This design comes from an exercise in tuning for small area and a short achievable clock period on the open sky130 flow, not from production work. At most, simulation tests tie the RTL to the original design; equivalence was not proved. Power and IR drop assume default switching activity.

== alpha ==
Design Booth, start of the top module:
module Booth (
    input  CLK, RST,
    input  [31:0] x, y,
    output [63:0] p
);
For scale: roughly 2900 cells after synthesis, roughly 130 I/O pins.
==> flow/config.mk <==
export PLATFORM = sky130hd
export DESIGN_NAME = Booth
export DESIGN_NICKNAME = Booth
export VERILOG_FILES = /design/flow/design.v
export SDC_FILE = /design/flow/constraint.sdc
export NUM_CORES = 4
export LEC_CHECK = 0
export CAP_MARGIN = 20
export CORE_MARGIN = 2
export CORE_UTILIZATION = 40
export SETUP_SLACK_MARGIN = 3.25
export SLEW_MARGIN = 20
export SYNTH_HIERARCHICAL = 1
export SYNTH_MINIMUM_KEEP_SIZE = 0
==> flow/constraint.sdc <==
create_clock -name core_clock -period 7.5 [get_ports {CLK}]
set_input_delay 1.5000 -clock core_clock [delete_from_list [all_inputs] [get_ports {CLK}]]
set_output_delay 1.5000 -clock core_clock [all_outputs]
set_load 0.01 [all_outputs]
standard.sh (not shown) runs the stock make flow with config.mk's settings and CLKGATE_MAP_FILE= SYNTH_SCRIPT=/design/flow/synth_recipe.tcl, a recipe that flattens the netlist after the stock synthesis.
==> flow/flow/run.sh <==
#!/bin/bash
# Own layout flow: the standard flow, plus one step after floorplan that
# sets every combinational cell to the smallest drive strength of its family
# (Yosys/ABC map with a fixed load and tends to pick oversized gates). The
# later resizer steps (repair_design, repair_timing) size up what needs it.
set -euo pipefail
here=$(pwd)
export POST_FLOORPLAN_TCL="$here/flow/downsize.tcl"
# buffer the ports with a plain buffer (the default pick is a slow delay cell)
export BUFFER_PORTS_ARGS="-buffer_cell sky130_fd_sc_hd__buf_1"
bash standard.sh > "$here/standard.log" 2>&1
==> flow/flow/downsize.tcl <==
# Swap each combinational standard cell for the smallest-drive cell of the same
# function (same footprint family); leave flops, adders, buffers and ties alone.
set n 0
foreach inst [get_cells *] {
  set master [get_property $inst ref_name]
  if {![regexp {^sky130_fd_sc_hd__([a-z0-9]+)_([0-9]+)$} $master -> base size]} { continue }
  if {[regexp {^(df|sdf|edf|dl|fa|ha|conb|tap|fill|decap|buf|clkbuf|clkdly|dlygate|dlymetal|inv|clkinv|diode|lpflow|probe)} $base]} { continue }
  set best ""
  set bestsize 1000
  foreach lc [get_lib_cells sky130_fd_sc_hd__${base}_*] {
    set nm [get_name $lc]
    if {![regexp "^sky130_fd_sc_hd__${base}_(\[0-9\]+)\$" $nm -> s]} { continue }
    if {[get_property $lc dont_use]} { continue }
    if {$s < $bestsize} { set bestsize $s; set best $nm }
  }
  if {$best ne "" && $best ne $master} {
    replace_cell $inst $best
    incr n
  }
}
puts "downsize: replaced $n cells"
## Diff of input files: beta against alpha
# alpha
export LEC_CHECK = 0
export CAP_MARGIN = 20
export CORE_MARGIN = 2
export CORE_UTILIZATION = 40
export SETUP_SLACK_MARGIN = 3.25
export SLEW_MARGIN = 20
export SYNTH_HIERARCHICAL = 1
export SYNTH_MINIMUM_KEEP_SIZE = 0
create_clock -name core_clock -period 7.5 [get_ports {CLK}]
# beta
export LEC_CHECK = 0
export CAP_MARGIN = 20
export CORE_MARGIN = 2
export CORE_UTILIZATION = 40
export SETUP_SLACK_MARGIN = 3.2
export SLEW_MARGIN = 20
export SYNTH_HIERARCHICAL = 1
export SYNTH_MINIMUM_KEEP_SIZE = 0
create_clock -name core_clock -period 7.5 [get_ports {CLK}]
Notes after the runs:
beta | status: complete | timing, DRC, antenna: pass. Summary of beta over alpha: static power due to leakage -about 2%; areal power density over the cells -0.82%; cell area after placement ~0 delta; total area of multi-input combinational cells ~0 delta. Area growth from synthesis to final layout down 1.5 points in beta wrt alpha. alpha ended up with s1[2]$_DFF_P_ as its critical path launch point; beta ended up with xr[20]$_DFF_P_. Compared with alpha, in beta combinational fraction of design power dropped 0.2 points, count of cells along the worst register-to-register path climbed 1.
No functional check of the RTL was part of any run of this note.

* * *

Booth, a different RTL version from the one above (not shown whole).
For scale: about 2900 cells after synthesis, about 130 I/O pins, about 32000 µm² of cells after synthesis.
export LEC_CHECK = 0
export CAP_MARGIN = 20
export CORE_MARGIN = 2
export CORE_UTILIZATION = 40
export PLACE_DENSITY = 0.75
export SETUP_SLACK_MARGIN = 3.1
export SLEW_MARGIN = 20
export SYNTH_HIERARCHICAL = 1
export SYNTH_MINIMUM_KEEP_SIZE = 0
create_clock -name core_clock -period 7.5 [get_ports {CLK}]
==> flow/flow/run.sh <==
#!/bin/bash
# Own layout flow: the standard flow, plus one step after floorplan that
# sets every combinational cell to the smallest drive strength of its family
# (Yosys/ABC map with a fixed load and tends to pick oversized gates). The
# later resizer steps (repair_design, repair_timing) size up what needs it.
set -euo pipefail
here=$(pwd)
export POST_FLOORPLAN_TCL="$here/flow/downsize.tcl"
# buffer the ports with a plain buffer (the default pick is a slow delay cell)
export BUFFER_PORTS_ARGS="-buffer_cell sky130_fd_sc_hd__buf_2"
bash standard.sh > "$here/standard.log" 2>&1
Scripts as last shown in full above: flow/flow/downsize.tcl
Change:
Settings changed: CTS_CLUSTER_DIAMETER from default to 150, CTS_CLUSTER_SIZE from default to 30, PLACE_DENSITY 0.75 to default, SETUP_SLACK_MARGIN 3.1 to 3.4.
=> Non-clock buffer count increases by 209; routed wire length increases by 20%; synthesized cell count is unchanged; final area increases by about 10%; setup slack improves by 210 ps; via count increases by about 4%; hold slack degrades by 58 ps; sequential share of layout area decreases by 1.2 points; core utilization increases by 3.8 points; die area does not change.

* * *

== red ==
Booth, a different RTL version from the one above (not shown whole).
Size: about 130 I/O pins, ~31000 um^2 of cells after synthesis.
==> flow/design.v (excerpt) <==
module Booth (
    input  CLK, RST,
    input  [31:0] x, y,
    output [63:0] p
);
    wire [34:0] yy = {y[31], y[31], y, 1'b0};    
    wire [10:0] s1_d, s2_d, s3_d, s4_d, neg_d;
    genvar j;
    generate
        for (j = 0; j < 11; j = j + 1) begin : enc
            wire       b3 = yy[3*j+3];
            wire [2:0] u  = {yy[3*j+2], yy[3*j+1], yy[3*j]} ^ {3{b3}};
            assign s1_d[j]  = ~u[2] & (u[1] ^ u[0]);
            assign s2_d[j]  = (~u[2] & u[1] & u[0]) | (u[2] & ~u[1] & ~u[0]);
            assign s3_d[j]  = u[2] & (u[1] ^ u[0]);
            assign s4_d[j]  = u[2] & u[1] & u[0];
            assign neg_d[j] = b3;
        end
    endgenerate
    wire [33:0] x3_d;
    X3ADD u_x3 (.x(x), .x3(x3_d));
    reg [31:0] xr;
    reg [33:1] x3r;
    reg [10:0] s1, s2, s3, s4, neg;
    always @(posedge CLK) begin
        xr  <= x;
        x3r <= x3_d[33:1];
        s1  <= s1_d;
        s2  <= s2_d;
        s3  <= s3_d;
        s4  <= s4_d;
        neg <= neg_d;
    end
    wire [36:0] xe  = {{3{xr[31]}}, xr, 2'b00};         
    wire [34:0] x3e = {x3r[33], x3r, xr[0]};             
    wire pp0_0; BSEL8A u_b0_0 (.s13(s1[0] | s3[0]), .neg(neg[0]), .a(xr[0]), .pp(pp0_0));
    wire pp0_1; BSEL8B u_b0_1 (.s1(s1[0]), .s2(s2[0]), .s3(s3[0]), .neg(neg[0]), .a(xe[3]), .b(xe[2]), .t(x3e[1]), .pp(pp0_1));
    wire pp0_2; BSEL8 u_b0_2 (.s1(s1[0]), .s2(s2[0]), .s3(s3[0]), .s4(s4[0]), .neg(neg[0]), .a(xe[4]), .b(xe[3]), .t(x3e[2]), .c(xe[2]), .pp(pp0_2));
    wire pp0_3; BSEL8 u_b0_3 (.s1(s1[0]), .s2(s2[0]), .s3(s3[0]), .s4(s4[0]), .neg(neg[0]), .a(xe[5]), .b(xe[4]), .t(x3e[3]), .c(xe[3]), .pp(pp0_3));
  ...
Settings: LEC_CHECK=0, CAP_MARGIN=20, CORE_MARGIN=2, CORE_UTILIZATION=40, CTS_BUF_LIST=sky130_fd_sc_hd__clkbuf_8, SETUP_SLACK_MARGIN=3.25, SLEW_MARGIN=20, SYNTH_HIERARCHICAL=1, SYNTH_MINIMUM_KEEP_SIZE=0; clock period 7.5 ns.
==> flow/flow/run.sh <==
#!/bin/bash
# Own layout flow: the standard flow, plus one step after floorplan that
# sets every combinational cell to the smallest drive strength of its family
# (Yosys/ABC map with a fixed load and tends to pick oversized gates). The
# later resizer steps (repair_design, repair_timing) size up what needs it.
set -euo pipefail
here=$(pwd)
export POST_FLOORPLAN_TCL="$here/flow/downsize.tcl"
# buffer the ports with a plain buffer (the default pick is a slow delay cell)
export BUFFER_PORTS_ARGS="-buffer_cell sky130_fd_sc_hd__buf_1"
bash standard.sh > "$here/standard.log" 2>&1
Scripts as last shown in full above: flow/flow/downsize.tcl
Setup changes, red to blue
Settings: CTS_BUF_LIST removed (was sky130_fd_sc_hd__clkbuf_8).
Results
On sequential share of layout area, blue and red are basically level. Clock period minus worst slack on blue is down relative to red. Compared with red, blue improves cell area. The register cell area after layout of red and that of blue are within noise of each other. Summary — data arrival time of the critical path, blue relative to red: lower, by 30 ps. | met1 wire length | blue vs red | ≈ equal |. The worst hold slack of blue falls short of that of red by 8.6 ps. Compared with red, clock tree buffer count of the final layout in blue decreased by more than a quarter. Compared blue against red; combinational share of power within noise. blue closes out successfully: all stages finished, all timing, DRC and antenna checks passed. Looking at highest ir drop seen on vdd across both flows, blue is the weaker of the two, with red ahead. Any difference in worst slack at placement between blue and red is small enough to ignore.
For green, these inputs were changed with respect to blue:
Settings: changing SETUP_SLACK_MARGIN from 3.25 to 3.35.
==> results.txt <==
green went all the way through synthesis, placement and routing and the layout is clean on timing, DRC and antenna.
Compared with blue, in green normalized max-slew margin grew by 1.8 points, sequential share of layout area shrank by 0.75 points, time the worst path needs with I/O delays and setup shrank by 100 ps, cell area after layout grew by 1300 um^2, wire length grew by about 7%.
Against blue, green comes in 885 higher on via count.
Number of global-route vias before repair of green exceeds that of blue by a few percent.
Compared with blue, green shows a higher clock tree buffer count of the final layout.
Cmp green vs blue: total power higher in green
Path type of the worst setup path: reg2out -> green, reg2reg -> blue
blue ended up with fewer cell instances than green did.

* * *

Booth with an RTL version that a note above also has.
For scale: ~130 I/O pins, about 32000 sq um of cells after synthesis.
==> flow/config.mk <==
export PLATFORM = sky130hd
export DESIGN_NAME = Booth
export DESIGN_NICKNAME = Booth
export VERILOG_FILES = /design/flow/design.v
export SDC_FILE = /design/flow/constraint.sdc
export NUM_CORES = 4
export LEC_CHECK = 0
export CAP_MARGIN = 20
export CORE_MARGIN = 2
export CORE_UTILIZATION = 40
export PLACE_DENSITY = 0.5
export SETUP_SLACK_MARGIN = 3.1
export SLEW_MARGIN = 20
export SYNTH_HIERARCHICAL = 1
export SYNTH_MINIMUM_KEEP_SIZE = 0
==> flow/constraint.sdc <==
create_clock -name core_clock -period 7.5 [get_ports {CLK}]
set_input_delay 1.5000 -clock core_clock [delete_from_list [all_inputs] [get_ports {CLK}]]
set_output_delay 1.5000 -clock core_clock [all_outputs]
set_load 0.01 [all_outputs]
==> flow/flow/run.sh <==
#!/bin/bash
# Own layout flow: the standard flow, plus one step after floorplan that
# sets every combinational cell to the smallest drive strength of its family
# (Yosys/ABC map with a fixed load and tends to pick oversized gates). The
# later resizer steps (repair_design, repair_timing) size up what needs it.
set -euo pipefail
here=$(pwd)
export POST_FLOORPLAN_TCL="$here/flow/downsize.tcl"
# buffer the ports with a plain buffer (the default pick is a slow delay cell)
export BUFFER_PORTS_ARGS="-buffer_cell sky130_fd_sc_hd__buf_2"
bash standard.sh > "$here/standard.log" 2>&1
Scripts as last shown in full above: flow/flow/downsize.tcl
==> next run, changes <==
- PLACE_DENSITY: 0.5 -> unset
Hold slack is worse by 0.033 ns.
Clock power falls by about 10%.
Total power drops by 4.7%.
==> next run, changes <==
- SETUP_SLACK_MARGIN: 3.1 -> 3.4
Result: Synthesized area stays the same; synthesized cell count stays the same; sequential share of layout area fell by 1.1 points; critical path depth increases by 2; sequential power barely changes.

* * *

== the reference run ==
Booth, a different RTL version from the one above (not shown whole).
For scale: ~2,900 cells after synthesis, roughly 130 I/O pins, about 33,000 µm² of cells after synthesis.
Design Booth, start of the top module:
module Booth (
    input  CLK, RST,
    input  [31:0] x, y,
    output [63:0] p
);
    wire [34:0] yy = {y[31], y[31], y, 1'b0};    
    wire [10:0] s1_d, s2_d, s3_d, s4_d, neg_d;
    genvar j;
    generate
        for (j = 0; j < 11; j = j + 1) begin : enc
            wire       b3 = yy[3*j+3];
            wire [2:0] u  = {yy[3*j+2], yy[3*j+1], yy[3*j]} ^ {3{b3}};
            assign s1_d[j]  = ~u[2] & (u[1] ^ u[0]);
            assign s2_d[j]  = (~u[2] & u[1] & u[0]) | (u[2] & ~u[1] & ~u[0]);
            assign s3_d[j]  = u[2] & (u[1] ^ u[0]);
            assign s4_d[j]  = u[2] & u[1] & u[0];
            assign neg_d[j] = b3;
        end
    endgenerate
    wire [33:0] x3_d;
    X3ADD u_x3 (.x(x), .x3(x3_d));
    reg [31:0] xr;
    reg [33:1] x3r;
    reg [10:0] s1, s2, s3, s4, neg;
    always @(posedge CLK) begin
        xr  <= x;
        x3r <= x3_d[33:1];
        s1  <= s1_d;
        s2  <= s2_d;
        s3  <= s3_d;
        s4  <= s4_d;
        neg <= neg_d;
    end
    wire [36:0] xe  = {{3{xr[31]}}, xr, 2'b00};         
    wire [34:0] x3e = {x3r[33], x3r, xr[0]};             
    wire pp0_0; BSEL8A u_b0_0 (.s13(s1[0] | s3[0]), .neg(neg[0]), .a(xr[0]), .pp(pp0_0));
    wire pp0_1; BSEL8B u_b0_1 (.s1(s1[0]), .s2(s2[0]), .s3(s3[0]), .neg(neg[0]), .a(xe[3]), .b(xe[2]), .t(x3e[1]), .pp(pp0_1));
  ...
Settings: LEC_CHECK=0, CAP_MARGIN=20, CORE_MARGIN=2, CORE_UTILIZATION=40, SETUP_SLACK_MARGIN=3.4, SLEW_MARGIN=20, SYNTH_HIERARCHICAL=1, SYNTH_MINIMUM_KEEP_SIZE=0; clock period 7.5 ns.
Scripts as last shown in full above: flow/flow/run.sh, flow/flow/downsize.tcl
The reference run: PASS, flow complete, no timing, DRC or antenna violations
What the trial run does differently from the reference run at the input level:
-- flow/config.mk --
<<< the reference run, line 9
export CORE_MARGIN = 2
export CORE_UTILIZATION = 40
export SETUP_SLACK_MARGIN = 3.4
export SLEW_MARGIN = 20
export SYNTH_HIERARCHICAL = 1
>>> the trial run, line 9
export CORE_MARGIN = 2
export CORE_UTILIZATION = 40
export SETUP_SLACK_MARGIN = 3.1
export SLEW_MARGIN = 20
export SYNTH_HIERARCHICAL = 1
## What came out
- Sequential share of layout area was lower in the run labelled the reference run.
- Going from the reference run to the trial run, slack of the critical path down 0.14 ns; critical path depth went down 1; sequential power +about 4%.
- Row combinational fraction of design power: the trial run lower / the reference run higher
- The post-CTS setup buffer count number comes out higher for the reference run vs the trial run.
No functional check of the RTL was part of any run of this note.

* * *

## raven
Booth, a different RTL version from the one above (not shown whole).
Size: about 210 flip-flops, ~130 I/O pins.
Settings: LEC_CHECK=0, CAP_MARGIN=20, CORE_MARGIN=2, CORE_UTILIZATION=40, SETUP_SLACK_MARGIN=3.8, SLEW_MARGIN=20, SYNTH_HIERARCHICAL=1, SYNTH_MINIMUM_KEEP_SIZE=0; clock period 7.5 ns.
run.sh (not shown) runs the stock make flow with config.mk's settings and CLKGATE_MAP_FILE= SYNTH_SCRIPT=/design/flow/synth_recipe.tcl, a recipe that flattens the netlist after the stock synthesis.
Stock flow here: none of the scripts above is used.
Edits applied to the flow inputs when going from raven to willow:
- SETUP_SLACK_MARGIN now 3.0, was 3.8
[summary]
willow was carried through to the last stage, and its layout satisfied the timing, DRC and antenna checks.
The lower total length of routed wires of willow and raven is in willow.
Number of cells in the finished layout apart from fillers, willow vs raven: down by a little under 10%
Total CTS buffers: willow vs raven up 8.0%
Clock-buffer cell count, willow and raven, lower one = willow.
Function was not checked in any run of this note: the RTL went through the layout flow alone.

-- what the ideal ports hide --
Ports are ideal in the flow. The routed layouts listed here were re-timed in OpenROAD.
Step 1 sets driving cells, clkbuf_16 on the clock port and buf_2 on the other inputs (assumed; they add their load-dependent delay and slew).
Step 2 adds t to the input delays and takes it off the output delays; t is the mean of the earliest and latest rising clock arrival at the registers after step 1. Input paths then give back, and output paths get back, about the clock's delay inside the block.
Slacks: ideal / step 1 / step 2; pairs: ideal / step 1.
run | t, ns | setup slack, ns | worst slew at a driven data input, ns
alpha | 0.605 | 3.256 / 3.233 / 3.256 | 0.07
beta | 0.605 | 3.251 / 3.235 / 3.251 | 0.06
the first run of note 2 | 0.611 | 3.105 / 3.070 / 3.105 | 0.06
the second run of note 2 | 0.587 | 3.315 / 3.292 / 3.290 | 0.08
red | 0.625 | 3.239 / 3.239 / 3.239 | 0.07
blue | 0.601 | 3.247 / 3.242 / 3.247 | 0.07
green | 0.615 | 3.349 / 3.281 / 3.334 | 0.07
the first run of note 4 | 0.636 | 3.145 / 3.086 / 3.145 | 0.06
the second run of note 4 | 0.611 | 3.148 / 3.085 / 3.171 | 0.07
the third run of note 4 | 0.619 | 3.345 / 3.313 / 3.272 | 0.09
the reference run | 0.649 | 3.298 / 3.298 / 3.298 | 0.08
the trial run | 0.629 | 3.156 / 3.153 / 3.156 | 0.08
raven | 0.680 | 2.137 / 2.068 / 2.748 | 0.07
willow | 0.664 | 2.148 / 2.081 / 2.745 | 0.08
After both steps every run listed still meets setup and hold. The setup slack of the third run of note 4, which loses most, moves by -0.032 ns with the drivers and by -0.073 ns with both steps.
